Context: an optimization exercise on an open-source flow, tuned for small area. The choices shown serve that exercise and are no tape-out recipe.
The RTL was checked by simulation tests, not by an equivalence proof against the original design.

==> design/flow/config.mk <==
export PLATFORM = sky130hd
export DESIGN_NAME = accelerate_matrix
export DESIGN_NICKNAME = accelerate_matrix
export VERILOG_FILES = /design/flow/design.v
export SDC_FILE = /design/flow/constraint.sdc
export NUM_CORES = 4
export LEC_CHECK = 0
export ABC_AREA = 1
export CAP_MARGIN = 20
export CORE_MARGIN = 2
export CORE_UTILIZATION = 40
export PLACE_DENSITY = 0.6
export SLEW_MARGIN = 20
export SYNTH_HIERARCHICAL = 1
export SYNTH_MINIMUM_KEEP_SIZE = 0
==> design/flow/constraint.sdc <==
create_clock -name core_clock -period 10.0 [get_ports {clk}]
set_input_delay 2.0000 -clock core_clock [delete_from_list [all_inputs] [get_ports {clk}]]
set_output_delay 2.0000 -clock core_clock [all_outputs]
set_load 0.01 [all_outputs]
==> design/flow/design.v <==
`timescale 1ns/10ps
module accelerate_matrix (
    input clk,
    input rst,
    input [31:0]wmatrix,
    input [31:0]xmatrix,
    input [31:0]bias,
    output reg [15:0]out1,
    output reg [15:0]out2,
    output reg [15:0]out3,
    output reg [15:0]out4
);
    reg [3:0] p;
    always @(posedge clk or posedge rst) begin
        if (rst)
            p <= 4'd0;
        else
            p <= (p == 4'd12) ? 4'd0 : p + 4'd1;
    end
    wire ld_p  = (p == 4'd1) || (p == 4'd2);           
    wire ld_q  = (p == 4'd3) || (p == 4'd4);           
    wire sh_w  = (p >= 4'd1 && p <= 4'd4) || (p == 4'd6) || (p == 4'd8) || (p == 4'd10);
    wire ld_b  = (p == 4'd1);
    reg [31:0] xp0, xp1, xq0, xq1;
    always @(posedge clk) begin
        xp0 <= xp1;
        xp1 <= ld_p ? xmatrix : xp0;
        xq0 <= xq1;
        xq1 <= ld_q ? xmatrix : xq0;
    end
    reg [31:0] w0, w1, w2, w3;
    always @(posedge clk) begin
        if (sh_w) begin
            w0 <= w1;
            w1 <= w2;
            w2 <= w3;
            w3 <= wmatrix;
        end
    end
    reg [31:0] bq;
    always @(posedge clk) begin
        if (ld_b)
            bq <= bias;
    end
    reg [7:0] bsel;
    always @(*) begin
        case (p)
            4'd7, 4'd8:   bsel = bq[23:16];
            4'd9, 4'd10:  bsel = bq[15:8];
            4'd11, 4'd12: bsel = bq[7:0];
            default:      bsel = bq[31:24];
        endcase
    end
    wire [14:0] ya, yb;
    dot_unit ua (.w(w0), .x(xp0), .b(bsel), .y(ya));
    dot_unit ub (.w(w0), .x(xq0), .b(bsel), .y(yb));
    reg [14:0] ra0, ra1, ra2, ra3, rb0, rb1, rb2, rb3;
    always @(posedge clk) begin
        ra0 <= ya; ra1 <= ra0; ra2 <= ra1; ra3 <= ra2;
        rb0 <= yb; rb1 <= rb0; rb2 <= rb1; rb3 <= rb2;
    end
    always @(*) begin
        case (p[1:0])
            2'b01: begin
                out1 = {1'b0, ra3}; out2 = {1'b0, ra2};
                out3 = {1'b0, rb3}; out4 = {1'b0, rb2};
            end
            2'b10: begin
                out1 = {1'b0, ra2}; out2 = {1'b0, ra1};
                out3 = {1'b0, rb2}; out4 = {1'b0, rb1};
            end
            2'b11: begin
                out1 = {1'b0, ra1}; out2 = {1'b0, ra0};
                out3 = {1'b0, rb1}; out4 = {1'b0, rb0};
            end
            default: begin
                out1 = {1'b0, ra0}; out2 = {1'b0, ya};
                out3 = {1'b0, rb0}; out4 = {1'b0, yb};
            end
        endcase
    end
endmodule
module dot_unit (
    input  [31:0] w,
    input  [31:0] x,
    input  [7:0]  b,
    output [14:0] y
);
  wire t1 = ~(w[0] & x[0]);
  wire t2 = ~(w[0] & x[1]);
  wire t3 = ~(w[0] & x[2]);
  wire t4 = ~(w[0] & x[3]);
  wire t5 = ~(w[0] & x[4]);
  wire t6 = ~(w[0] & x[5]);
  wire t7 = ~(w[0] & x[6]);
  wire t8 = ~(w[0] & x[7]);
  wire t9 = ~(w[1] & x[0]);
  wire t10 = ~(w[1] & x[1]);
  wire t11 = ~(w[1] & x[2]);
  wire t12 = ~(w[1] & x[3]);
  wire t13 = ~(w[1] & x[4]);
  wire t14 = ~(w[1] & x[5]);
  wire t15 = ~(w[1] & x[6]);
  wire t16 = ~(w[1] & x[7]);
  wire t17 = ~(w[2] & x[0]);
  wire t18 = ~(w[2] & x[1]);
  wire t19 = ~(w[2] & x[2]);
  wire t20 = ~(w[2] & x[3]);
  wire t21 = ~(w[2] & x[4]);
  wire t22 = ~(w[2] & x[5]);
  wire t23 = ~(w[2] & x[6]);
  wire t24 = ~(w[2] & x[7]);
  wire t25 = ~(w[3] & x[0]);
  wire t26 = ~(w[3] & x[1]);
  wire t27 = ~(w[3] & x[2]);
  wire t28 = ~(w[3] & x[3]);
  wire t29 = ~(w[3] & x[4]);
  wire t30 = ~(w[3] & x[5]);
  wire t31 = ~(w[3] & x[6]);
  wire t32 = ~(w[3] & x[7]);
  wire t33 = ~(w[4] & x[0]);
  wire t34 = ~(w[4] & x[1]);
  wire t35 = ~(w[4] & x[2]);
  wire t36 = ~(w[4] & x[3]);
  wire t37 = ~(w[4] & x[4]);
  wire t38 = ~(w[4] & x[5]);
  wire t39 = ~(w[4] & x[6]);
  wire t40 = ~(w[4] & x[7]);
  wire t41 = ~(w[5] & x[0]);
  wire t42 = ~(w[5] & x[1]);
  wire t43 = ~(w[5] & x[2]);
  wire t44 = ~(w[5] & x[3]);
  wire t45 = ~(w[5] & x[4]);
  wire t46 = ~(w[5] & x[5]);
  wire t47 = ~(w[5] & x[6]);
  wire t48 = ~(w[5] & x[7]);
  wire t49 = ~(w[6] & x[0]);
  wire t50 = ~(w[6] & x[1]);
  wire t51 = ~(w[6] & x[2]);
  wire t52 = ~(w[6] & x[3]);
  wire t53 = ~(w[6] & x[4]);
  wire t54 = ~(w[6] & x[5]);
  wire t55 = ~(w[6] & x[6]);
  wire t56 = ~(w[6] & x[7]);
  wire t57 = ~(w[7] & x[0]);
  wire t58 = ~(w[7] & x[1]);
  wire t59 = ~(w[7] & x[2]);
  wire t60 = ~(w[7] & x[3]);
  wire t61 = ~(w[7] & x[4]);
  wire t62 = ~(w[7] & x[5]);
  wire t63 = ~(w[7] & x[6]);
  wire t64 = ~(w[7] & x[7]);
  wire t65 = ~(w[8] & x[8]);
  wire t66 = ~(w[8] & x[9]);
  wire t67 = ~(w[8] & x[10]);
  wire t68 = ~(w[8] & x[11]);
  wire t69 = ~(w[8] & x[12]);
  wire t70 = ~(w[8] & x[13]);
  wire t71 = ~(w[8] & x[14]);
  wire t72 = ~(w[8] & x[15]);
  wire t73 = ~(w[9] & x[8]);
  wire t74 = ~(w[9] & x[9]);
  wire t75 = ~(w[9] & x[10]);
  wire t76 = ~(w[9] & x[11]);
  wire t77 = ~(w[9] & x[12]);
  wire t78 = ~(w[9] & x[13]);
  wire t79 = ~(w[9] & x[14]);
  wire t80 = ~(w[9] & x[15]);
  wire t81 = ~(w[10] & x[8]);
  wire t82 = ~(w[10] & x[9]);
  wire t83 = ~(w[10] & x[10]);
  wire t84 = ~(w[10] & x[11]);
  wire t85 = ~(w[10] & x[12]);
  wire t86 = ~(w[10] & x[13]);
  wire t87 = ~(w[10] & x[14]);
  wire t88 = ~(w[10] & x[15]);
  wire t89 = ~(w[11] & x[8]);
  wire t90 = ~(w[11] & x[9]);
  wire t91 = ~(w[11] & x[10]);
  wire t92 = ~(w[11] & x[11]);
  wire t93 = ~(w[11] & x[12]);
  wire t94 = ~(w[11] & x[13]);
  wire t95 = ~(w[11] & x[14]);
  wire t96 = ~(w[11] & x[15]);
  wire t97 = ~(w[12] & x[8]);
  wire t98 = ~(w[12] & x[9]);
  wire t99 = ~(w[12] & x[10]);
  wire t100 = ~(w[12] & x[11]);
  wire t101 = ~(w[12] & x[12]);
  wire t102 = ~(w[12] & x[13]);
  wire t103 = ~(w[12] & x[14]);
  wire t104 = ~(w[12] & x[15]);
  wire t105 = ~(w[13] & x[8]);
  wire t106 = ~(w[13] & x[9]);
  wire t107 = ~(w[13] & x[10]);
  wire t108 = ~(w[13] & x[11]);
  wire t109 = ~(w[13] & x[12]);
  wire t110 = ~(w[13] & x[13]);
  wire t111 = ~(w[13] & x[14]);
  wire t112 = ~(w[13] & x[15]);
  wire t113 = ~(w[14] & x[8]);
  wire t114 = ~(w[14] & x[9]);
  wire t115 = ~(w[14] & x[10]);
  wire t116 = ~(w[14] & x[11]);
  wire t117 = ~(w[14] & x[12]);
  wire t118 = ~(w[14] & x[13]);
  wire t119 = ~(w[14] & x[14]);
  wire t120 = ~(w[14] & x[15]);
  wire t121 = ~(w[15] & x[8]);
  wire t122 = ~(w[15] & x[9]);
  wire t123 = ~(w[15] & x[10]);
  wire t124 = ~(w[15] & x[11]);
  wire t125 = ~(w[15] & x[12]);
  wire t126 = ~(w[15] & x[13]);
  wire t127 = ~(w[15] & x[14]);
  wire t128 = ~(w[15] & x[15]);
  wire t129 = ~(w[16] & x[16]);
  wire t130 = ~(w[16] & x[17]);
  wire t131 = ~(w[16] & x[18]);
  wire t132 = ~(w[16] & x[19]);
  wire t133 = ~(w[16] & x[20]);
  wire t134 = ~(w[16] & x[21]);
  wire t135 = ~(w[16] & x[22]);
  wire t136 = ~(w[16] & x[23]);
  wire t137 = ~(w[17] & x[16]);
  wire t138 = ~(w[17] & x[17]);
  wire t139 = ~(w[17] & x[18]);
  wire t140 = ~(w[17] & x[19]);
  wire t141 = ~(w[17] & x[20]);
  wire t142 = ~(w[17] & x[21]);
  wire t143 = ~(w[17] & x[22]);
  wire t144 = ~(w[17] & x[23]);
  wire t145 = ~(w[18] & x[16]);
  wire t146 = ~(w[18] & x[17]);
  wire t147 = ~(w[18] & x[18]);
  wire t148 = ~(w[18] & x[19]);
  wire t149 = ~(w[18] & x[20]);
  wire t150 = ~(w[18] & x[21]);
  wire t151 = ~(w[18] & x[22]);
  wire t152 = ~(w[18] & x[23]);
  wire t153 = ~(w[19] & x[16]);
  wire t154 = ~(w[19] & x[17]);
  wire t155 = ~(w[19] & x[18]);
  wire t156 = ~(w[19] & x[19]);
  wire t157 = ~(w[19] & x[20]);
  wire t158 = ~(w[19] & x[21]);
  wire t159 = ~(w[19] & x[22]);
  wire t160 = ~(w[19] & x[23]);
  wire t161 = ~(w[20] & x[16]);
  wire t162 = ~(w[20] & x[17]);
  wire t163 = ~(w[20] & x[18]);
  wire t164 = ~(w[20] & x[19]);
  wire t165 = ~(w[20] & x[20]);
  wire t166 = ~(w[20] & x[21]);
  wire t167 = ~(w[20] & x[22]);
  wire t168 = ~(w[20] & x[23]);
  wire t169 = ~(w[21] & x[16]);
  wire t170 = ~(w[21] & x[17]);
  wire t171 = ~(w[21] & x[18]);
  wire t172 = ~(w[21] & x[19]);
  wire t173 = ~(w[21] & x[20]);
  wire t174 = ~(w[21] & x[21]);
  wire t175 = ~(w[21] & x[22]);
  wire t176 = ~(w[21] & x[23]);
  wire t177 = ~(w[22] & x[16]);
  wire t178 = ~(w[22] & x[17]);
  wire t179 = ~(w[22] & x[18]);
  wire t180 = ~(w[22] & x[19]);
  wire t181 = ~(w[22] & x[20]);
  wire t182 = ~(w[22] & x[21]);
  wire t183 = ~(w[22] & x[22]);
  wire t184 = ~(w[22] & x[23]);
  wire t185 = ~(w[23] & x[16]);
  wire t186 = ~(w[23] & x[17]);
  wire t187 = ~(w[23] & x[18]);
  wire t188 = ~(w[23] & x[19]);
  wire t189 = ~(w[23] & x[20]);
  wire t190 = ~(w[23] & x[21]);
  wire t191 = ~(w[23] & x[22]);
  wire t192 = ~(w[23] & x[23]);
  wire t193 = ~(w[24] & x[24]);
  wire t194 = ~(w[24] & x[25]);
  wire t195 = ~(w[24] & x[26]);
  wire t196 = ~(w[24] & x[27]);
  wire t197 = ~(w[24] & x[28]);
  wire t198 = ~(w[24] & x[29]);
  wire t199 = ~(w[24] & x[30]);
  wire t200 = ~(w[24] & x[31]);
  wire t201 = ~(w[25] & x[24]);
  wire t202 = ~(w[25] & x[25]);
  wire t203 = ~(w[25] & x[26]);
  wire t204 = ~(w[25] & x[27]);
  wire t205 = ~(w[25] & x[28]);
  wire t206 = ~(w[25] & x[29]);
  wire t207 = ~(w[25] & x[30]);
  wire t208 = ~(w[25] & x[31]);
  wire t209 = ~(w[26] & x[24]);
  wire t210 = ~(w[26] & x[25]);
  wire t211 = ~(w[26] & x[26]);
  wire t212 = ~(w[26] & x[27]);
  wire t213 = ~(w[26] & x[28]);
  wire t214 = ~(w[26] & x[29]);
  wire t215 = ~(w[26] & x[30]);
  wire t216 = ~(w[26] & x[31]);
  wire t217 = ~(w[27] & x[24]);
  wire t218 = ~(w[27] & x[25]);
  wire t219 = ~(w[27] & x[26]);
  wire t220 = ~(w[27] & x[27]);
  wire t221 = ~(w[27] & x[28]);
  wire t222 = ~(w[27] & x[29]);
  wire t223 = ~(w[27] & x[30]);
  wire t224 = ~(w[27] & x[31]);
  wire t225 = ~(w[28] & x[24]);
  wire t226 = ~(w[28] & x[25]);
  wire t227 = ~(w[28] & x[26]);
  wire t228 = ~(w[28] & x[27]);
  wire t229 = ~(w[28] & x[28]);
  wire t230 = ~(w[28] & x[29]);
  wire t231 = ~(w[28] & x[30]);
  wire t232 = ~(w[28] & x[31]);
  wire t233 = ~(w[29] & x[24]);
  wire t234 = ~(w[29] & x[25]);
  wire t235 = ~(w[29] & x[26]);
  wire t236 = ~(w[29] & x[27]);
  wire t237 = ~(w[29] & x[28]);
  wire t238 = ~(w[29] & x[29]);
  wire t239 = ~(w[29] & x[30]);
  wire t240 = ~(w[29] & x[31]);
  wire t241 = ~(w[30] & x[24]);
  wire t242 = ~(w[30] & x[25]);
  wire t243 = ~(w[30] & x[26]);
  wire t244 = ~(w[30] & x[27]);
  wire t245 = ~(w[30] & x[28]);
  wire t246 = ~(w[30] & x[29]);
  wire t247 = ~(w[30] & x[30]);
  wire t248 = ~(w[30] & x[31]);
  wire t249 = ~(w[31] & x[24]);
  wire t250 = ~(w[31] & x[25]);
  wire t251 = ~(w[31] & x[26]);
  wire t252 = ~(w[31] & x[27]);
  wire t253 = ~(w[31] & x[28]);
  wire t254 = ~(w[31] & x[29]);
  wire t255 = ~(w[31] & x[30]);
  wire t256 = ~(w[31] & x[31]);
  wire t257 = ~b[0];
  wire t258 = ~b[1];
  wire t259 = ~b[2];
  wire t260 = ~b[3];
  wire t261 = ~b[4];
  wire t262 = ~b[5];
  wire t263 = ~b[6];
  wire t264 = ~b[7];
  wire t265, t266;
  FA u_t265 (.a(t7), .b(t14), .c(1'b1), .s(t265), .co(t266));
  wire t267, t268;
  FA u_t267 (.a(t8), .b(t15), .c(t22), .s(t267), .co(t268));
  wire t269, t270;
  FA u_t269 (.a(t29), .b(t36), .c(t43), .s(t269), .co(t270));
  wire t271, t272;
  FA u_t271 (.a(t50), .b(t57), .c(t72), .s(t271), .co(t272));
  wire t273, t274;
  FA u_t273 (.a(t16), .b(t23), .c(t30), .s(t273), .co(t274));
  wire t275, t276;
  FA u_t275 (.a(t37), .b(t44), .c(1'b1), .s(t275), .co(t276));
  wire t277, t278;
  FA u_t277 (.a(t5), .b(t12), .c(t19), .s(t277), .co(t278));
  wire t279, t280;
  FA u_t279 (.a(t6), .b(t13), .c(t20), .s(t279), .co(t280));
  wire t281, t282;
  FA u_t281 (.a(t27), .b(t34), .c(t41), .s(t281), .co(t282));
  wire t283, t284;
  FA u_t283 (.a(t70), .b(t77), .c(t84), .s(t283), .co(t284));
  wire t285, t286;
  FA u_t285 (.a(t91), .b(t98), .c(1'b1), .s(t285), .co(t286));
  wire t287, t288;
  FA u_t287 (.a(t265), .b(t21), .c(t28), .s(t287), .co(t288));
  wire t289, t290;
  FA u_t289 (.a(t35), .b(t42), .c(t49), .s(t289), .co(t290));
  wire t291, t292;
  FA u_t291 (.a(t71), .b(t78), .c(t85), .s(t291), .co(t292));
  wire t293, t294;
  FA u_t293 (.a(t92), .b(t99), .c(t106), .s(t293), .co(t294));
  wire t295, t296;
  FA u_t295 (.a(t113), .b(t135), .c(t142), .s(t295), .co(t296));
  wire t297, t298;
  FA u_t297 (.a(t149), .b(t156), .c(t163), .s(t297), .co(t298));
  wire t299, t300;
  FA u_t299 (.a(t170), .b(t177), .c(1'b1), .s(t299), .co(t300));
  wire t301, t302;
  FA u_t301 (.a(t266), .b(t267), .c(t269), .s(t301), .co(t302));
  wire t303, t304;
  FA u_t303 (.a(t271), .b(t79), .c(t86), .s(t303), .co(t304));
  wire t305, t306;
  FA u_t305 (.a(t93), .b(t100), .c(t107), .s(t305), .co(t306));
  wire t307, t308;
  FA u_t307 (.a(t114), .b(t121), .c(t136), .s(t307), .co(t308));
  wire t309, t310;
  FA u_t309 (.a(t143), .b(t150), .c(t157), .s(t309), .co(t310));
  wire t311, t312;
  FA u_t311 (.a(t164), .b(t171), .c(t178), .s(t311), .co(t312));
  wire t313, t314;
  FA u_t313 (.a(t185), .b(t200), .c(t207), .s(t313), .co(t314));
  wire t315, t316;
  FA u_t315 (.a(t214), .b(t221), .c(t228), .s(t315), .co(t316));
  wire t317, t318;
  FA u_t317 (.a(t268), .b(t270), .c(t272), .s(t317), .co(t318));
  wire t319, t320;
  FA u_t319 (.a(t273), .b(t275), .c(t51), .s(t319), .co(t320));
  wire t321, t322;
  FA u_t321 (.a(t58), .b(t80), .c(t87), .s(t321), .co(t322));
  wire t323, t324;
  FA u_t323 (.a(t94), .b(t101), .c(t108), .s(t323), .co(t324));
  wire t325, t326;
  FA u_t325 (.a(t115), .b(t122), .c(t144), .s(t325), .co(t326));
  wire t327, t328;
  FA u_t327 (.a(t151), .b(t158), .c(t165), .s(t327), .co(t328));
  wire t329, t330;
  FA u_t329 (.a(t172), .b(t179), .c(t186), .s(t329), .co(t330));
  wire t331, t332;
  FA u_t331 (.a(t208), .b(t215), .c(t222), .s(t331), .co(t332));
  wire t333, t334;
  FA u_t333 (.a(t229), .b(t236), .c(1'b1), .s(t333), .co(t334));
  wire t335, t336;
  FA u_t335 (.a(t274), .b(t276), .c(t24), .s(t335), .co(t336));
  wire t337, t338;
  FA u_t337 (.a(t31), .b(t38), .c(t45), .s(t337), .co(t338));
  wire t339, t340;
  FA u_t339 (.a(t52), .b(t59), .c(t88), .s(t339), .co(t340));
  wire t341, t342;
  FA u_t341 (.a(t95), .b(t102), .c(t109), .s(t341), .co(t342));
  wire t343, t344;
  FA u_t343 (.a(t116), .b(t123), .c(t152), .s(t343), .co(t344));
  wire t345, t346;
  FA u_t345 (.a(t159), .b(t166), .c(t173), .s(t345), .co(t346));
  wire t347, t348;
  FA u_t347 (.a(t180), .b(t187), .c(t216), .s(t347), .co(t348));
  wire t349, t350;
  FA u_t349 (.a(t223), .b(t230), .c(t237), .s(t349), .co(t350));
  wire t351, t352;
  FA u_t351 (.a(t32), .b(t39), .c(t46), .s(t351), .co(t352));
  wire t353, t354;
  FA u_t353 (.a(t53), .b(t60), .c(t96), .s(t353), .co(t354));
  wire t355, t356;
  FA u_t355 (.a(t103), .b(t110), .c(t117), .s(t355), .co(t356));
  wire t357, t358;
  FA u_t357 (.a(t124), .b(t160), .c(t167), .s(t357), .co(t358));
  wire t359, t360;
  FA u_t359 (.a(t174), .b(t181), .c(1'b1), .s(t359), .co(t360));
  wire t361, t362;
  FA u_t361 (.a(t40), .b(t47), .c(t54), .s(t361), .co(t362));
  wire t363, t364;
  FA u_t363 (.a(t4), .b(t11), .c(t18), .s(t363), .co(t364));
  wire t365, t366;
  FA u_t365 (.a(t25), .b(t68), .c(t75), .s(t365), .co(t366));
  wire t367, t368;
  FA u_t367 (.a(t277), .b(t26), .c(t33), .s(t367), .co(t368));
  wire t369, t370;
  FA u_t369 (.a(t69), .b(t76), .c(t83), .s(t369), .co(t370));
  wire t371, t372;
  FA u_t371 (.a(t90), .b(t97), .c(t133), .s(t371), .co(t372));
  wire t373, t374;
  FA u_t373 (.a(t140), .b(t147), .c(t154), .s(t373), .co(t374));
  wire t375, t376;
  FA u_t375 (.a(t278), .b(t279), .c(t281), .s(t375), .co(t376));
  wire t377, t378;
  FA u_t377 (.a(t283), .b(t285), .c(t105), .s(t377), .co(t378));
  wire t379, t380;
  FA u_t379 (.a(t134), .b(t141), .c(t148), .s(t379), .co(t380));
  wire t381, t382;
  FA u_t381 (.a(t155), .b(t162), .c(t169), .s(t381), .co(t382));
  wire t383, t384;
  FA u_t383 (.a(t198), .b(t205), .c(t212), .s(t383), .co(t384));
  wire t385, t386;
  FA u_t385 (.a(t280), .b(t282), .c(t284), .s(t385), .co(t386));
  wire t387, t388;
  FA u_t387 (.a(t286), .b(t287), .c(t289), .s(t387), .co(t388));
  wire t389, t390;
  FA u_t389 (.a(t291), .b(t293), .c(t295), .s(t389), .co(t390));
  wire t391, t392;
  FA u_t391 (.a(t297), .b(t299), .c(t199), .s(t391), .co(t392));
  wire t393, t394;
  FA u_t393 (.a(t206), .b(t213), .c(t220), .s(t393), .co(t394));
  wire t395, t396;
  FA u_t395 (.a(t227), .b(t234), .c(1'b1), .s(t395), .co(t396));
  wire t397, t398;
  FA u_t397 (.a(t288), .b(t290), .c(t292), .s(t397), .co(t398));
  wire t399, t400;
  FA u_t399 (.a(t294), .b(t296), .c(t298), .s(t399), .co(t400));
  wire t401, t402;
  FA u_t401 (.a(t300), .b(t301), .c(t303), .s(t401), .co(t402));
  wire t403, t404;
  FA u_t403 (.a(t305), .b(t307), .c(t309), .s(t403), .co(t404));
  wire t405, t406;
  FA u_t405 (.a(t311), .b(t313), .c(t315), .s(t405), .co(t406));
  wire t407, t408;
  FA u_t407 (.a(t235), .b(t242), .c(t249), .s(t407), .co(t408));
  wire t409, t410;
  FA u_t409 (.a(t302), .b(t304), .c(t306), .s(t409), .co(t410));
  wire t411, t412;
  FA u_t411 (.a(t308), .b(t310), .c(t312), .s(t411), .co(t412));
  wire t413, t414;
  FA u_t413 (.a(t314), .b(t316), .c(t317), .s(t413), .co(t414));
  wire t415, t416;
  FA u_t415 (.a(t319), .b(t321), .c(t323), .s(t415), .co(t416));
  wire t417, t418;
  FA u_t417 (.a(t325), .b(t327), .c(t329), .s(t417), .co(t418));
  wire t419, t420;
  FA u_t419 (.a(t331), .b(t333), .c(t243), .s(t419), .co(t420));
  wire t421, t422;
  FA u_t421 (.a(t318), .b(t320), .c(t322), .s(t421), .co(t422));
  wire t423, t424;
  FA u_t423 (.a(t324), .b(t326), .c(t328), .s(t423), .co(t424));
  wire t425, t426;
  FA u_t425 (.a(t330), .b(t332), .c(t334), .s(t425), .co(t426));
  wire t427, t428;
  FA u_t427 (.a(t335), .b(t337), .c(t339), .s(t427), .co(t428));
  wire t429, t430;
  FA u_t429 (.a(t341), .b(t343), .c(t345), .s(t429), .co(t430));
  wire t431, t432;
  FA u_t431 (.a(t347), .b(t349), .c(t244), .s(t431), .co(t432));
  wire t433, t434;
  FA u_t433 (.a(t336), .b(t338), .c(t340), .s(t433), .co(t434));
  wire t435, t436;
  FA u_t435 (.a(t342), .b(t344), .c(t346), .s(t435), .co(t436));
  wire t437, t438;
  FA u_t437 (.a(t348), .b(t350), .c(t351), .s(t437), .co(t438));
  wire t439, t440;
  FA u_t439 (.a(t353), .b(t355), .c(t357), .s(t439), .co(t440));
  wire t441, t442;
  FA u_t441 (.a(t359), .b(t188), .c(t224), .s(t441), .co(t442));
  wire t443, t444;
  FA u_t443 (.a(t231), .b(t238), .c(t245), .s(t443), .co(t444));
  wire t445, t446;
  FA u_t445 (.a(t352), .b(t354), .c(t356), .s(t445), .co(t446));
  wire t447, t448;
  FA u_t447 (.a(t358), .b(t360), .c(t361), .s(t447), .co(t448));
  wire t449, t450;
  FA u_t449 (.a(t61), .b(t104), .c(t111), .s(t449), .co(t450));
  wire t451, t452;
  FA u_t451 (.a(t118), .b(t125), .c(t168), .s(t451), .co(t452));
  wire t453, t454;
  FA u_t453 (.a(t175), .b(t182), .c(t189), .s(t453), .co(t454));
  wire t455, t456;
  FA u_t455 (.a(t232), .b(t239), .c(t246), .s(t455), .co(t456));
  wire t457, t458;
  FA u_t457 (.a(t362), .b(t48), .c(t55), .s(t457), .co(t458));
  wire t459, t460;
  FA u_t459 (.a(t62), .b(t112), .c(t119), .s(t459), .co(t460));
  wire t461, t462;
  FA u_t461 (.a(t126), .b(t176), .c(t183), .s(t461), .co(t462));
  wire t463, t464;
  FA u_t463 (.a(t3), .b(t10), .c(t17), .s(t463), .co(t464));
  wire t465, t466;
  FA u_t465 (.a(t67), .b(t74), .c(t81), .s(t465), .co(t466));
  wire t467, t468;
  FA u_t467 (.a(t363), .b(t365), .c(t82), .s(t467), .co(t468));
  wire t469, t470;
  FA u_t469 (.a(t89), .b(t132), .c(t139), .s(t469), .co(t470));
  wire t471, t472;
  FA u_t471 (.a(t146), .b(t153), .c(t196), .s(t471), .co(t472));
  wire t473, t474;
  FA u_t473 (.a(t364), .b(t366), .c(t367), .s(t473), .co(t474));
  wire t475, t476;
  FA u_t475 (.a(t369), .b(t371), .c(t373), .s(t475), .co(t476));
  wire t477, t478;
  FA u_t477 (.a(t161), .b(t197), .c(t204), .s(t477), .co(t478));
  wire t479, t480;
  FA u_t479 (.a(t211), .b(t218), .c(1'b1), .s(t479), .co(t480));
  wire t481, t482;
  FA u_t481 (.a(t368), .b(t370), .c(t372), .s(t481), .co(t482));
  wire t483, t484;
  FA u_t483 (.a(t374), .b(t375), .c(t377), .s(t483), .co(t484));
  wire t485, t486;
  FA u_t485 (.a(t379), .b(t381), .c(t383), .s(t485), .co(t486));
  wire t487, t488;
  FA u_t487 (.a(t219), .b(t226), .c(t233), .s(t487), .co(t488));
  wire t489, t490;
  FA u_t489 (.a(t376), .b(t378), .c(t380), .s(t489), .co(t490));
  wire t491, t492;
  FA u_t491 (.a(t382), .b(t384), .c(t385), .s(t491), .co(t492));
  wire t493, t494;
  FA u_t493 (.a(t387), .b(t389), .c(t391), .s(t493), .co(t494));
  wire t495, t496;
  FA u_t495 (.a(t393), .b(t395), .c(t241), .s(t495), .co(t496));
  wire t497, t498;
  FA u_t497 (.a(t386), .b(t388), .c(t390), .s(t497), .co(t498));
  wire t499, t500;
  FA u_t499 (.a(t392), .b(t394), .c(t396), .s(t499), .co(t500));
  wire t501, t502;
  FA u_t501 (.a(t397), .b(t399), .c(t401), .s(t501), .co(t502));
  wire t503, t504;
  FA u_t503 (.a(t403), .b(t405), .c(t407), .s(t503), .co(t504));
  wire t505, t506;
  FA u_t505 (.a(t398), .b(t400), .c(t402), .s(t505), .co(t506));
  wire t507, t508;
  FA u_t507 (.a(t404), .b(t406), .c(t408), .s(t507), .co(t508));
  wire t509, t510;
  FA u_t509 (.a(t409), .b(t411), .c(t413), .s(t509), .co(t510));
  wire t511, t512;
  FA u_t511 (.a(t415), .b(t417), .c(t419), .s(t511), .co(t512));
  wire t513, t514;
  FA u_t513 (.a(t410), .b(t412), .c(t414), .s(t513), .co(t514));
  wire t515, t516;
  FA u_t515 (.a(t416), .b(t418), .c(t420), .s(t515), .co(t516));
  wire t517, t518;
  FA u_t517 (.a(t421), .b(t423), .c(t425), .s(t517), .co(t518));
  wire t519, t520;
  FA u_t519 (.a(t427), .b(t429), .c(t431), .s(t519), .co(t520));
  wire t521, t522;
  FA u_t521 (.a(t422), .b(t424), .c(t426), .s(t521), .co(t522));
  wire t523, t524;
  FA u_t523 (.a(t428), .b(t430), .c(t432), .s(t523), .co(t524));
  wire t525, t526;
  FA u_t525 (.a(t433), .b(t435), .c(t437), .s(t525), .co(t526));
  wire t527, t528;
  FA u_t527 (.a(t439), .b(t441), .c(t443), .s(t527), .co(t528));
  wire t529, t530;
  FA u_t529 (.a(t434), .b(t436), .c(t438), .s(t529), .co(t530));
  wire t531, t532;
  FA u_t531 (.a(t440), .b(t442), .c(t444), .s(t531), .co(t532));
  wire t533, t534;
  FA u_t533 (.a(t445), .b(t447), .c(t449), .s(t533), .co(t534));
  wire t535, t536;
  FA u_t535 (.a(t451), .b(t453), .c(t455), .s(t535), .co(t536));
  wire t537, t538;
  FA u_t537 (.a(t446), .b(t448), .c(t450), .s(t537), .co(t538));
  wire t539, t540;
  FA u_t539 (.a(t452), .b(t454), .c(t456), .s(t539), .co(t540));
  wire t541, t542;
  FA u_t541 (.a(t457), .b(t459), .c(t461), .s(t541), .co(t542));
  wire t543, t544;
  FA u_t543 (.a(t190), .b(t240), .c(t247), .s(t543), .co(t544));
  wire t545, t546;
  FA u_t545 (.a(t458), .b(t460), .c(t462), .s(t545), .co(t546));
  wire t547, t548;
  FA u_t547 (.a(t56), .b(t63), .c(t120), .s(t547), .co(t548));
  wire t549, t550;
  FA u_t549 (.a(t127), .b(t184), .c(t191), .s(t549), .co(t550));
  wire t551, t552;
  FA u_t551 (.a(t2), .b(t9), .c(t66), .s(t551), .co(t552));
  wire t553, t554;
  FA u_t553 (.a(t73), .b(t130), .c(1'b1), .s(t553), .co(t554));
  wire t555, t556;
  FA u_t555 (.a(t463), .b(t465), .c(t131), .s(t555), .co(t556));
  wire t557, t558;
  FA u_t557 (.a(t138), .b(t145), .c(t195), .s(t557), .co(t558));
  wire t559, t560;
  FA u_t559 (.a(t202), .b(t209), .c(1'b1), .s(t559), .co(t560));
  wire t561, t562;
  FA u_t561 (.a(t464), .b(t466), .c(t467), .s(t561), .co(t562));
  wire t563, t564;
  FA u_t563 (.a(t469), .b(t471), .c(t203), .s(t563), .co(t564));
  wire t565, t566;
  FA u_t565 (.a(t210), .b(t217), .c(t260), .s(t565), .co(t566));
  wire t567, t568;
  FA u_t567 (.a(t468), .b(t470), .c(t472), .s(t567), .co(t568));
  wire t569, t570;
  FA u_t569 (.a(t473), .b(t475), .c(t477), .s(t569), .co(t570));
  wire t571, t572;
  FA u_t571 (.a(t479), .b(t225), .c(t261), .s(t571), .co(t572));
  wire t573, t574;
  FA u_t573 (.a(t474), .b(t476), .c(t478), .s(t573), .co(t574));
  wire t575, t576;
  FA u_t575 (.a(t480), .b(t481), .c(t483), .s(t575), .co(t576));
  wire t577, t578;
  FA u_t577 (.a(t485), .b(t487), .c(t262), .s(t577), .co(t578));
  wire t579, t580;
  FA u_t579 (.a(t482), .b(t484), .c(t486), .s(t579), .co(t580));
  wire t581, t582;
  FA u_t581 (.a(t488), .b(t489), .c(t491), .s(t581), .co(t582));
  wire t583, t584;
  FA u_t583 (.a(t493), .b(t495), .c(t263), .s(t583), .co(t584));
  wire t585, t586;
  FA u_t585 (.a(t490), .b(t492), .c(t494), .s(t585), .co(t586));
  wire t587, t588;
  FA u_t587 (.a(t496), .b(t497), .c(t499), .s(t587), .co(t588));
  wire t589, t590;
  FA u_t589 (.a(t501), .b(t503), .c(t264), .s(t589), .co(t590));
  wire t591, t592;
  FA u_t591 (.a(t498), .b(t500), .c(t502), .s(t591), .co(t592));
  wire t593, t594;
  FA u_t593 (.a(t504), .b(t505), .c(t507), .s(t593), .co(t594));
  wire t595, t596;
  FA u_t595 (.a(t509), .b(t511), .c(t250), .s(t595), .co(t596));
  wire t597, t598;
  FA u_t597 (.a(t506), .b(t508), .c(t510), .s(t597), .co(t598));
  wire t599, t600;
  FA u_t599 (.a(t512), .b(t513), .c(t515), .s(t599), .co(t600));
  wire t601, t602;
  FA u_t601 (.a(t517), .b(t519), .c(t251), .s(t601), .co(t602));
  wire t603, t604;
  FA u_t603 (.a(t514), .b(t516), .c(t518), .s(t603), .co(t604));
  wire t605, t606;
  FA u_t605 (.a(t520), .b(t521), .c(t523), .s(t605), .co(t606));
  wire t607, t608;
  FA u_t607 (.a(t525), .b(t527), .c(t252), .s(t607), .co(t608));
  wire t609, t610;
  FA u_t609 (.a(t522), .b(t524), .c(t526), .s(t609), .co(t610));
  wire t611, t612;
  FA u_t611 (.a(t528), .b(t529), .c(t531), .s(t611), .co(t612));
  wire t613, t614;
  FA u_t613 (.a(t533), .b(t535), .c(t253), .s(t613), .co(t614));
  wire t615, t616;
  FA u_t615 (.a(t530), .b(t532), .c(t534), .s(t615), .co(t616));
  wire t617, t618;
  FA u_t617 (.a(t536), .b(t537), .c(t539), .s(t617), .co(t618));
  wire t619, t620;
  FA u_t619 (.a(t541), .b(t543), .c(t254), .s(t619), .co(t620));
  wire t621, t622;
  FA u_t621 (.a(t538), .b(t540), .c(t542), .s(t621), .co(t622));
  wire t623, t624;
  FA u_t623 (.a(t544), .b(t545), .c(t547), .s(t623), .co(t624));
  wire t625, t626;
  FA u_t625 (.a(t549), .b(t248), .c(t255), .s(t625), .co(t626));
  wire t627, t628;
  FA u_t627 (.a(t546), .b(t548), .c(t550), .s(t627), .co(t628));
  wire t629, t630;
  FA u_t629 (.a(t64), .b(t128), .c(t192), .s(t629), .co(t630));
  wire t631, t632;
  FA u_t631 (.a(t1), .b(t65), .c(1'b1), .s(t631), .co(t632));
  wire t633, t634;
  FA u_t633 (.a(t551), .b(t553), .c(t137), .s(t633), .co(t634));
  wire t635, t636;
  FA u_t635 (.a(t194), .b(t201), .c(1'b1), .s(t635), .co(t636));
  wire t637, t638;
  FA u_t637 (.a(t552), .b(t554), .c(t555), .s(t637), .co(t638));
  wire t639, t640;
  FA u_t639 (.a(t557), .b(t559), .c(t259), .s(t639), .co(t640));
  wire t641, t642;
  FA u_t641 (.a(t556), .b(t558), .c(t560), .s(t641), .co(t642));
  wire t643, t644;
  FA u_t643 (.a(t561), .b(t563), .c(t565), .s(t643), .co(t644));
  wire t645, t646;
  FA u_t645 (.a(t562), .b(t564), .c(t566), .s(t645), .co(t646));
  wire t647, t648;
  FA u_t647 (.a(t567), .b(t569), .c(t571), .s(t647), .co(t648));
  wire t649, t650;
  FA u_t649 (.a(t568), .b(t570), .c(t572), .s(t649), .co(t650));
  wire t651, t652;
  FA u_t651 (.a(t573), .b(t575), .c(t577), .s(t651), .co(t652));
  wire t653, t654;
  FA u_t653 (.a(t574), .b(t576), .c(t578), .s(t653), .co(t654));
  wire t655, t656;
  FA u_t655 (.a(t579), .b(t581), .c(t583), .s(t655), .co(t656));
  wire t657, t658;
  FA u_t657 (.a(t580), .b(t582), .c(t584), .s(t657), .co(t658));
  wire t659, t660;
  FA u_t659 (.a(t585), .b(t587), .c(t589), .s(t659), .co(t660));
  wire t661, t662;
  FA u_t661 (.a(t586), .b(t588), .c(t590), .s(t661), .co(t662));
  wire t663, t664;
  FA u_t663 (.a(t591), .b(t593), .c(t595), .s(t663), .co(t664));
  wire t665, t666;
  FA u_t665 (.a(t592), .b(t594), .c(t596), .s(t665), .co(t666));
  wire t667, t668;
  FA u_t667 (.a(t597), .b(t599), .c(t601), .s(t667), .co(t668));
  wire t669, t670;
  FA u_t669 (.a(t598), .b(t600), .c(t602), .s(t669), .co(t670));
  wire t671, t672;
  FA u_t671 (.a(t603), .b(t605), .c(t607), .s(t671), .co(t672));
  wire t673, t674;
  FA u_t673 (.a(t604), .b(t606), .c(t608), .s(t673), .co(t674));
  wire t675, t676;
  FA u_t675 (.a(t609), .b(t611), .c(t613), .s(t675), .co(t676));
  wire t677, t678;
  FA u_t677 (.a(t610), .b(t612), .c(t614), .s(t677), .co(t678));
  wire t679, t680;
  FA u_t679 (.a(t615), .b(t617), .c(t619), .s(t679), .co(t680));
  wire t681, t682;
  FA u_t681 (.a(t616), .b(t618), .c(t620), .s(t681), .co(t682));
  wire t683, t684;
  FA u_t683 (.a(t621), .b(t623), .c(t625), .s(t683), .co(t684));
  wire t685, t686;
  FA u_t685 (.a(t622), .b(t624), .c(t626), .s(t685), .co(t686));
  wire t687, t688;
  FA u_t687 (.a(t627), .b(t629), .c(t256), .s(t687), .co(t688));
  wire t689, t690;
  FA u_t689 (.a(t631), .b(t129), .c(1'b1), .s(t689), .co(t690));
  wire t691, t692;
  FA u_t691 (.a(t632), .b(t633), .c(t635), .s(t691), .co(t692));
  wire t693, t694;
  FA u_t693 (.a(t634), .b(t636), .c(t637), .s(t693), .co(t694));
  wire t695, t696;
  FA u_t695 (.a(t638), .b(t640), .c(t641), .s(t695), .co(t696));
  wire t697, t698;
  FA u_t697 (.a(t642), .b(t644), .c(t645), .s(t697), .co(t698));
  wire t699, t700;
  FA u_t699 (.a(t646), .b(t648), .c(t649), .s(t699), .co(t700));
  wire t701, t702;
  FA u_t701 (.a(t650), .b(t652), .c(t653), .s(t701), .co(t702));
  wire t703, t704;
  FA u_t703 (.a(t654), .b(t656), .c(t657), .s(t703), .co(t704));
  wire t705, t706;
  FA u_t705 (.a(t658), .b(t660), .c(t661), .s(t705), .co(t706));
  wire t707, t708;
  FA u_t707 (.a(t662), .b(t664), .c(t665), .s(t707), .co(t708));
  wire t709, t710;
  FA u_t709 (.a(t666), .b(t668), .c(t669), .s(t709), .co(t710));
  wire t711, t712;
  FA u_t711 (.a(t670), .b(t672), .c(t673), .s(t711), .co(t712));
  wire t713, t714;
  FA u_t713 (.a(t674), .b(t676), .c(t677), .s(t713), .co(t714));
  wire t715, t716;
  FA u_t715 (.a(t678), .b(t680), .c(t681), .s(t715), .co(t716));
  wire t717, t718;
  FA u_t717 (.a(t682), .b(t684), .c(t685), .s(t717), .co(t718));
  wire t719, t720;
  FA u_t719 (.a(t686), .b(t688), .c(t628), .s(t719), .co(t720));
  wire t721, t722;
  FA u_t721 (.a(t689), .b(t193), .c(1'b1), .s(t721), .co(t722));
  wire t723, t724;
  FA u_t723 (.a(t690), .b(t691), .c(t258), .s(t723), .co(t724));
  wire t725, t726;
  FA u_t725 (.a(t692), .b(t693), .c(t639), .s(t725), .co(t726));
  wire t727, t728;
  FA u_t727 (.a(t694), .b(t695), .c(t643), .s(t727), .co(t728));
  wire t729, t730;
  FA u_t729 (.a(t696), .b(t697), .c(t647), .s(t729), .co(t730));
  wire t731, t732;
  FA u_t731 (.a(t698), .b(t699), .c(t651), .s(t731), .co(t732));
  wire t733, t734;
  FA u_t733 (.a(t700), .b(t701), .c(t655), .s(t733), .co(t734));
  wire t735, t736;
  FA u_t735 (.a(t702), .b(t703), .c(t659), .s(t735), .co(t736));
  wire t737, t738;
  FA u_t737 (.a(t704), .b(t705), .c(t663), .s(t737), .co(t738));
  wire t739, t740;
  FA u_t739 (.a(t706), .b(t707), .c(t667), .s(t739), .co(t740));
  wire t741, t742;
  FA u_t741 (.a(t708), .b(t709), .c(t671), .s(t741), .co(t742));
  wire t743, t744;
  FA u_t743 (.a(t710), .b(t711), .c(t675), .s(t743), .co(t744));
  wire t745, t746;
  FA u_t745 (.a(t712), .b(t713), .c(t679), .s(t745), .co(t746));
  wire t747, t748;
  FA u_t747 (.a(t714), .b(t715), .c(t683), .s(t747), .co(t748));
  wire t749, t750;
  FA u_t749 (.a(t716), .b(t717), .c(t687), .s(t749), .co(t750));
  wire t751, t752;
  FA u_t751 (.a(t718), .b(t719), .c(t630), .s(t751), .co(t752));
  wire t753, t754;
  FA u_t753 (.a(t721), .b(t257), .c(1'b1), .s(t753), .co(t754));
  wire t755, t756;
  FA u_t755 (.a(t722), .b(t723), .c(t754), .s(t755), .co(t756));
  wire t757, t758;
  FA u_t757 (.a(t724), .b(t725), .c(t756), .s(t757), .co(t758));
  wire t759, t760;
  FA u_t759 (.a(t726), .b(t727), .c(t758), .s(t759), .co(t760));
  wire t761, t762;
  FA u_t761 (.a(t728), .b(t729), .c(t760), .s(t761), .co(t762));
  wire t763, t764;
  FA u_t763 (.a(t730), .b(t731), .c(t762), .s(t763), .co(t764));
  wire t765, t766;
  FA u_t765 (.a(t732), .b(t733), .c(t764), .s(t765), .co(t766));
  wire t767, t768;
  FA u_t767 (.a(t734), .b(t735), .c(t766), .s(t767), .co(t768));
  wire t769, t770;
  FA u_t769 (.a(t736), .b(t737), .c(t768), .s(t769), .co(t770));
  wire t771, t772;
  FA u_t771 (.a(t738), .b(t739), .c(t770), .s(t771), .co(t772));
  wire t773, t774;
  FA u_t773 (.a(t740), .b(t741), .c(t772), .s(t773), .co(t774));
  wire t775, t776;
  FA u_t775 (.a(t742), .b(t743), .c(t774), .s(t775), .co(t776));
  wire t777, t778;
  FA u_t777 (.a(t744), .b(t745), .c(t776), .s(t777), .co(t778));
  wire t779, t780;
  FA u_t779 (.a(t746), .b(t747), .c(t778), .s(t779), .co(t780));
  wire t781, t782;
  FA u_t781 (.a(t748), .b(t749), .c(t780), .s(t781), .co(t782));
  wire t783 = t750 ^ t751 ^ t782;
  wire [15:0] sn;   
  assign sn[0] = t753;
  assign sn[1] = t755;
  assign sn[2] = t757;
  assign sn[3] = t759;
  assign sn[4] = t761;
  assign sn[5] = t763;
  assign sn[6] = t765;
  assign sn[7] = t767;
  assign sn[8] = t769;
  assign sn[9] = t771;
  assign sn[10] = t773;
  assign sn[11] = t775;
  assign sn[12] = t777;
  assign sn[13] = t779;
  assign sn[14] = t781;
  assign sn[15] = t783;
  assign y = sn[15] ? ~sn[14:0] : 15'd0;
endmodule
module FA (input a, input b, input c, output s, output co);
  assign s  = a ^ b ^ c;
  assign co = (a & b) | (a & c) | (b & c);
endmodule
==> design/flow/run.sh <==
#!/bin/bash
# synth_recipe.tcl (not shown) runs the flow's synth.tcl, then flattens the netlist and writes it again
# the make line also repeats each setting of config.mk as NAME=value (left out here)
make -C /OpenROAD-flow-scripts/flow DESIGN_CONFIG=/design/flow/config.mk WORK_HOME=/design/flow/orfs CLKGATE_MAP_FILE= SYNTH_SCRIPT=/design/flow/synth_recipe.tcl finish
==> results.txt, run 1 <==
initial antenna violation count 2; Post-DP HPWL 59000 um; pre-CTS setup slack -1040 ps; Port Buffer Count 157; CTS clk-pin slew, worst paths 60 ps; max-capacitance violation count 0; Die Y 259 um; nets 3205; RSZ-0062 raised after global routing true; cell accounting for the most synthesized area fa_1; clock sinks 412; Worst Hold Class flop to flop; Filler cells 5594; DR iter-0 viols 1490; critical path class flop to output pin; post-route minimum period 11200 ps; status complete, but fails checks; Worst Setup End Kind output pin; Blocking Checks setup timing; Final Hold Vio Count 0; Met3 Wirelength 5740 um; CTS buffer count 47; vias in the first global route 19200; Synthesis Warnings 7; global-route wire length before repair 114000 um; met2 wire len 34700 um; initial core utilization 0.405; Worst Tran Pin Value 932 ps; Synth Register Bits 412; largest net degree at the start of global routing 67; drt total wl 74500 um; fin. max-slew vios 0; DR DRC count 0; PnR worst setup slack -1200 ps; Metal-1 WL 31700 um; post-synth top area share 0.398; Synth Instances 2284; Crit Path Max Fanout 13; Clock Skew 38.3 ps; Die ar. 67100 sq um; Slew HR 0.379; Layout Area Growth over Synthesis 23.5%; final setup vio count 30; root buffer cell clkbuf_16; syn avg cell area 11.4 sq um; CP dominant cell by count fa_2; core outline area 64300 sq um; Crit path largest cell delay 600 ps; register area share after synthesis 0.379; post-synthesis instance area 26000 sq um; Post-CTS Hold Fix Bufs 0; fin util 0.500; critical path arrival 9200 ps; Achievable Freq 0.0893 GHz; DRT Pass-1 Iters 8; worst skew pair latency 600 ps; H-tree Lvls 2; crit path launch type flop; # rows 93; IO Pins 162; deepest clock path buffer count 3; Netlist cell types 29; CTS tree yes; worst path required time 8000 ps; Tcrit/Tclk final 1.12; wire length per cell 21.4 um; DIE WIDTH 259 um; Max Used Layer met4; Final GP Congestion 0.944; Area contributors post-synth fa_1 40%, dfxtp_1 19%, edfxtp_1 18%; number of routed nets with antenna violations 0; vias 17700; slowest CP cell fa_2; share of post-route cells with drive strength above 1 0.193; vias per cell 5.08; Total Routing Usage GR 0.226; total gr overflow 0
==> layout make-up <==
class / instances / area, sq um / area share
Antenna cell: 1 / 2.50 / 0.0000779
Clock buffer: 65 / 1360 / 0.0423
Clock inverter: 22 / 255 / 0.00794
Inverter: 96 / 365 / 0.0114
Multi-Input combinational cell: 1625 / 15600 / 0.486
Sequential cell: 412 / 9870 / 0.307
Tap cell: 855 / 1070 / 0.0333
Timing Repair Buffer: 402 / 3610 / 0.112
==> modules after synthesis, one instance, submodules excluded <==
module | copies in the design | cells | flops+latches
dot_unit | 2 | 354 | 0
accelerate_matrix | 1 | 1058 | 412
FA | 518 | 1 | 0
==> routing by layer <==
| metal | track usage | vias up |
|---|---|---|
| met5 | 0 | - |
| met4 | 0.0629 | 0 |
| met3 | 0.0389 | 105 |
| li1 | - | 7654 |
| met1 | 0.322 | 9187 |
| met2 | 0.359 | 734 |
==> path summary, 6_finish.rpt <==
check	from	endpoint	slack, ps	depth (start not counted)
setup / recovery	w0[0]	out4[5]	-1200	29
hold / removal	xp1[23]	xp0[23]	300	0
setup reg to reg	w0[0]	rb0[2]	1620	26
hold reg to reg	xp1[23]	xp0[23]	300	0
max in group asynchronous	rst	p[3]	8210	2
min in group asynchronous	rst	p[1]	1630	2
==> critical path: cells and delay by family (launching register included) <==
| kind | cells | cell delay [ps] |
|---|---|---|
| buffers and inverters | 5 | 690 |
| AO/OA/AOI/OAI | 1 | 170 |
| adder cells (fa/ha/maj) | 17 | 6910 |
| AND/OR/NAND/NOR | 6 | 480 |
| flip-flops | 1 | 370 |
==> registers in the layout, indices dropped and copies added, names as in the netlist <==
register and count:
rb2 15, w0 32, ra0 15, p 4, rb3 15, xq1 32, rb0 15, xp1 32
xp0 32, ra1 15, w2 32, ra2 15, rb1 15, w3 32, bq 32, ra3 15
w1 32, xq0 32
==> stage by stage <==
| stage | cell area [sq um] | TNS, ps | instances | hold WS (ps) |
|---|---|---|---|---|
| after floorplan | 26500 | -1930 | 2315 | 310 |
| after global placement | 30400 | -27510 | 3379 | 310 |
| after detailed placement | 30400 | -29650 | 3379 | 312 |
| after CTS | 32100 | -34580 | 3477 | 296 |
| after global routing | 32100 | -42730 | 3477 | 312 |
| final | 32100 | -33860 | 3478 | 297 |
==> cells in the mapped netlist, drive strengths merged <==
cell type,number
dfxtp,248
o21ai,67
a21oi,62
nand2,747
a31oi,60
clkinv,1
nor2,106
conb,3
nor3,3
edfxtp,160
buf,23
clkbuf,159
nand3b,1
a21boi,8
fa,518
dfrtp,4
inv,95
ha,5
nand3,14
==> kinds of logic (layout without fill, tap and decap cells) <==
logic type / count (synthesis) / in the layout / share of synthesized area
adder cells (fa/ha/maj): 523 / 523 / 0.401
AND/OR/NAND/NOR: 871 / 871 / 0.130
other: 3 / 35 / 0.000432
flip-flops: 412 / 412 / 0.379
buffers and inverters: 278 / 585 / 0.0439
AO/OA/AOI/OAI: 197 / 197 / 0.0456
==> cells in the final DEF, fill, tap and decap left out, drive strengths merged <==
| cell type | netlist | routed |
|---|---|---|
| diode | 0 | 1 |
| inv | 95 | 101 |
| nand2 | 747 | 747 |
| nor2 | 106 | 106 |
| conb | 3 | 34 |
| fa | 518 | 518 |
| ha | 5 | 5 |
| dfxtp | 248 | 248 |
| clkdlybuf4s50 | 0 | 127 |
| nand3b | 1 | 1 |
| clkbuf | 159 | 65 |
| a21oi | 62 | 62 |
| o21ai | 67 | 67 |
| nor3 | 3 | 3 |
| edfxtp | 160 | 160 |
| buf | 23 | 275 |
| bufinv | 0 | 3 |
| a21boi | 8 | 8 |
| clkinvlp | 0 | 3 |
| a31oi | 60 | 60 |
| dfrtp | 4 | 4 |
| nand3 | 14 | 14 |
| clkinv | 1 | 11 |
==> what timing repair did <==
item / CTS / global route
setup endpoints to repair: 30 / 30
gates cloned: 1 / 0
gates resized for setup: 170 / 3
setup buffers: 10 / 0
pin swaps: 6 / 3
==> run 2: changes to the inputs <==
--- a/design/flow/design.v
+++ b/design/flow/design.v
@@ -17,67 +17,57 @@
         else
             p <= (p == 4'd12) ? 4'd0 : p + 4'd1;
     end
-    wire ld_p  = (p == 4'd1) || (p == 4'd2);           
-    wire ld_q  = (p == 4'd3) || (p == 4'd4);           
-    wire sh_w  = (p >= 4'd1 && p <= 4'd4) || (p == 4'd6) || (p == 4'd8) || (p == 4'd10);
-    wire ld_b  = (p == 4'd1);
-    reg [31:0] xp0, xp1, xq0, xq1;
+    wire ld_w = (p >= 4'd1) && (p <= 4'd4);            
+    wire ld_b = (p == 4'd1);                           
+    wire ld_p = (p == 4'd1) || (p == 4'd2);            
+    wire ld_q = (p == 4'd3) || (p == 4'd4);            
+    wire hi   = (p >= 4'd8) && (p <= 4'd11);           
+    reg [31:0] r0, r1, r2, r3;
     always @(posedge clk) begin
-        xp0 <= xp1;
-        xp1 <= ld_p ? xmatrix : xp0;
-        xq0 <= xq1;
-        xq1 <= ld_q ? xmatrix : xq0;
+        r0 <= r1;
+        r1 <= r2;
+        r2 <= r3;
+        r3 <= ld_w ? wmatrix : r0;
     end
-    reg [31:0] w0, w1, w2, w3;
+    reg [7:0] s0, s1, s2, s3;
     always @(posedge clk) begin
-        if (sh_w) begin
-            w0 <= w1;
-            w1 <= w2;
-            w2 <= w3;
-            w3 <= wmatrix;
+        if (ld_b) begin
+            s0 <= bias[31:24];
+            s1 <= bias[23:16];
+            s2 <= bias[15:8];
+            s3 <= bias[7:0];
+        end else begin
+            s0 <= s1;
+            s1 <= s2;
+            s2 <= s3;
+            s3 <= s0;
         end
     end
-    reg [31:0] bq;
+    reg [31:0] xp0, xp1, xq0, xq1;
     always @(posedge clk) begin
-        if (ld_b)
-            bq <= bias;
-    end
-    reg [7:0] bsel;
-    always @(*) begin
-        case (p)
-            4'd7, 4'd8:   bsel = bq[23:16];
-            4'd9, 4'd10:  bsel = bq[15:8];
-            4'd11, 4'd12: bsel = bq[7:0];
-            default:      bsel = bq[31:24];
-        endcase
+        xp0 <= xp1;
+        xp1 <= ld_p ? xmatrix : xp0;
+        xq0 <= xq1;
+        xq1 <= ld_q ? xmatrix : xq0;
     end
+    wire [31:0] xa = hi ? xq1 : xp1;
+    wire [31:0] xb = hi ? xq0 : xp0;
     wire [14:0] ya, yb;
-    dot_unit ua (.w(w0), .x(xp0), .b(bsel), .y(ya));
-    dot_unit ub (.w(w0), .x(xq0), .b(bsel), .y(yb));
-    reg [14:0] ra0, ra1, ra2, ra3, rb0, rb1, rb2, rb3;
+    dot_unit ua (.w(r1), .x(xa), .b(s2), .y(ya));
+    dot_unit ub (.w(r1), .x(xb), .b(s2), .y(yb));
+    reg [14:0] ra0, ra1, ra2, ra3, ra4, rb0, rb1, rb2, rb3, rb4;
     always @(posedge clk) begin
-        ra0 <= ya; ra1 <= ra0; ra2 <= ra1; ra3 <= ra2;
-        rb0 <= yb; rb1 <= rb0; rb2 <= rb1; rb3 <= rb2;
+        ra0 <= ya; ra1 <= ra0; ra2 <= ra1; ra3 <= ra2; ra4 <= ra3;
+        rb0 <= yb; rb1 <= rb0; rb2 <= rb1; rb3 <= rb2; rb4 <= rb3;
     end
     always @(*) begin
-        case (p[1:0])
-            2'b01: begin
-                out1 = {1'b0, ra3}; out2 = {1'b0, ra2};
-                out3 = {1'b0, rb3}; out4 = {1'b0, rb2};
-            end
-            2'b10: begin
-                out1 = {1'b0, ra2}; out2 = {1'b0, ra1};
-                out3 = {1'b0, rb2}; out4 = {1'b0, rb1};
-            end
-            2'b11: begin
-                out1 = {1'b0, ra1}; out2 = {1'b0, ra0};
-                out3 = {1'b0, rb1}; out4 = {1'b0, rb0};
-            end
-            default: begin
-                out1 = {1'b0, ra0}; out2 = {1'b0, ya};
-                out3 = {1'b0, rb0}; out4 = {1'b0, yb};
-            end
-        endcase
+        if (p[0]) begin
+            out1 = {1'b0, ra4}; out2 = {1'b0, rb4};
+            out3 = {1'b0, ra0}; out4 = {1'b0, rb0};
+        end else begin
+            out1 = {1'b0, rb4}; out2 = {1'b0, ra4};
+            out3 = {1'b0, rb0}; out4 = {1'b0, ra0};
+        end
     end
 endmodule
 module dot_unit (
==> run 2 against run 1 <==
Now clean on timing, DRC and antenna. Routed wire length about the same. Hold slack improved by 19 ps. Highest routed layer unchanged. Global-route usage rose by 0.35 points. Maximum frequency is 16% higher. Critical path depth is the same.
==> results.txt, run 2 <==
critical path arrival 10100 ps (+900 ps); initial core utilization 0.405 (about the same); Layout Area Growth over Synthesis 16.4%; Post-CTS Hold Fix Bufs 0 (unchanged); final setup vio count 0 (-100%); vias per cell 5.10 (+0.26%); post-synth top area share 0.406 (+0.00771); Synth Register Bits 442 (+7.3%); fin. max-slew vios 0 (unchanged); root buffer cell clkbuf_16; most common cell after layout, fill and taps aside nand2_1; DIE WIDTH 257 um (-0.94%); H-tree Lvls 2 (unchanged); Final GP Congestion 0.997 (+5.6%); count leader, synth nand2_1; crit path launch type flop; Achievable Freq 0.104 GHz (+16%); CTS tree yes; global-route wire length before repair 115000 um (+1.0%); Total Routing Usage GR 0.230 (+0.00349); Worst Tran Pin Value 1170 ps (+238 ps); prevailing post-synth register cell dfxtp_1; Worst Setup End Kind flop; core outline area 63100 sq um (-2.0%); nets 3240 (+1.1%); Synthesis Warnings 7 (unchanged); CTS buffer count 46 (-2.1%); IO Pins 162 (unchanged); vias in the first global route 19600 (+2.1%); critical path class flop to flop; Port Buffer Count 157 (unchanged); Crit path largest cell delay 600 ps (about the same); Post-synth top cells 973 x nand2_1, 518 x fa_1, 438 x dfxtp_1; drt total wl 74400 um (about the same); cell accounting for the most synthesized area fa_1; PnR worst setup slack 355 ps (+1550 ps); placed cells 3418 (+1.2%); wire length per cell 21.2 um (-0.81%); slowest CP cell fa_1; worst skew pair latency 590 ps (about the same); Post-DP HPWL 59300 um (+0.59%); Max Used Layer met4; most frequent cells in the layout 970 x nand2_1, 518 x fa_1, 438 x dfxtp_1; Die ar. 65900 sq um (-1.9%); Layout Cells excl Fill 3503 (+0.72%); largest net degree at the start of global routing 66 (-1.5%); initial antenna violation count 0 (-2); # rows 92 (-1.1%); Die Y 257 um (-0.94%); Final Hold Vio Count 0 (unchanged); status complete, no violations; number of routed nets with antenna violations 0 (unchanged); total gr overflow 0 (unchanged); Metal-1 WL 29900 um (-5.7%); RSZ-0062 raised after global routing false; vias 17900 (+0.98%); pre-CTS setup slack 293 ps (+1340 ps); Met3 Wirelength 5890 um (+2.5%); EDFF count, synth 0 (-100%); met2 wire len 35600 um (+2.5%); setup_tns 0 ps (+33860 ps); post-route minimum period 9650 ps (-1550 ps); Crit Path Max Fanout 65 (+52); Netlist cell types 21 (-28%); Area contributors post-synth fa_1 41%, dfxtp_1 34%, nand2_1 14%; Tcrit/Tclk final 0.965 (-0.155); deepest clock path buffer count 3 (unchanged); Worst Hold Class flop to flop; CP dominant cell by count fa_1; register area share after synthesis 0.347 (-0.0319); CTS clk-pin slew, worst paths 60 ps (about the same); worst path required time 10450 ps (+2450 ps); DR iter-0 viols 1551 (+4.1%); max-capacitance violation count 0 (unchanged); Post-CTS Setup Bufs 0 (-10); DR DRC count 0 (unchanged); share of post-route cells with drive strength above 1 0.0749 (-0.118); post-synthesis instance area 25500 sq um (-1.9%); Slew HR 0.219 (-0.159); syn avg cell area 10.2 sq um (-11%); asr flop ratio synth 0.00905 (-0.000659); Synth Instances 2506 (+9.7%); Clock Skew 24.7 ps (-13.6 ps); clock sinks 442 (+7.3%); DRT Pass-1 Iters 7 (-1)
## run 2: cell count changes after synthesis, moves of 35 or more
cell      before  now
dfxtp_1      248  438
a31oi_1       60    0
inv_1         94   59
nand3_1       14  198
nand2_1      745  973
a21oi_1       62    0
edfxtp_1     160    0
nor2_1        82   12
## run 2: cell type report
type                            instances  area (sq um)
Fill cell                            5857         33300
Tap cell                              846          1060
Inverter                               61           229
Timing Repair Buffer                  243          2250
Antenna cell                            1          2.50
Sequential cell                       442          8870
Clock buffer                           55          1240
Multi-Input combinational cell       1826         15700
Clock inverter                         29           338
## run 2: final timing paths
check | end | from | slack (ps) | depth (start not counted)
max | ra0[0] | p[2] | 350 | 29
min | ra2[6] | ra1[6] | 320 | 0
max reg2reg | ra0[0] | p[2] | 350 | 29
min reg2reg | ra2[6] | ra1[6] | 320 | 0
max in group asynchronous | p[3] | rst | 8140 | 2
min in group asynchronous | p[1] | rst | 1650 | 2
## run 2: repair_timing
item / CTS / global route
endpoints found under the hold margin: 0 / 0
setup endpoints to repair: 0 / 30
resized for setup: 0 / 4
## run 2: logic make-up (layout without fill, tap and decap cells)
family                   after synthesis  after routing  share of synthesized area
AO/OA/AOI/OAI                         62             62                     0.0121
adder cells (fa/ha/maj)              522            522                      0.408
buffers and inverters                269            388                     0.0421
flip-flops                           442            442                      0.347
other                                  3             35                   0.000441
AND/OR/NAND/NOR                     1208           1208                      0.190
## run 2: Yosys stat by module (local to each module, per instance)
| module | cells | flops+latches | times used | cell area, sq um |
|---|---|---|---|---|
| FA | 1 | 0 | 518 | 20.0 |
| accelerate_matrix | 1280 | 442 | 1 | 12400 |
| dot_unit | 354 | 0 | 2 | 1370 |
## run 2: critical path, delay by kind of cell, from the launching register on
| family | cells | cell delay (ps) |
|---|---|---|
| buffers and inverters | 3 | 440 |
| and+or+nand+nor | 8 | 1040 |
| adders and majority gates | 18 | 7630 |
| DFF | 1 | 390 |
## run 2: metal layers
layer	up-vias	GRT usage
met5	-	0
met4	0	0.0862
met3	188	0.0420
met2	891	0.389
met1	9005	0.293
li1	7770	-
## run 2: through the flow
step                      hold slack, ps  utilization  cell area [sq um]
final                                316        0.471              29700
after CTS                            314        0.471              29700
after global routing                 322        0.471              29700
after detailed placement             312        0.446              28100
after global placement               310        0.446              28100
after floorplan                      310            -              25700

==> separate check: timing with driven ports <==
The flow's constraints put no driver on any port. The routed layouts listed below were extracted and timed again, unchanged, in two steps.
Step 1, drivers: a clkbuf_16 drives clk and a buf_2 each remaining input, both assumed.
Step 2 moves the port delays by t, midway between the first and last clock arrival at a register: inputs arrive t later, outputs are due t later. That takes back most of the time a late clock gives input paths.
Slacks: ideal ports / drivers / drivers and shift; pairs: ideal ports / drivers.
| run | shift t [ns] | setup slack, ns | hold slack, ns | latest minus earliest clock arrival (ns) | worst register clock-pin slew, ns |
|---|---|---|---|---|---|
| run 1 | 0.639 | -1.197 / -1.256 / -0.616 | 0.297 / 0.297 / 0.297 | 0.039 / 0.039 | 0.07 / 0.07 |
| run 2 | 0.637 | 0.355 / 0.355 / 0.355 | 0.316 / 0.316 / 0.316 | 0.025 / 0.025 | 0.07 / 0.07 |
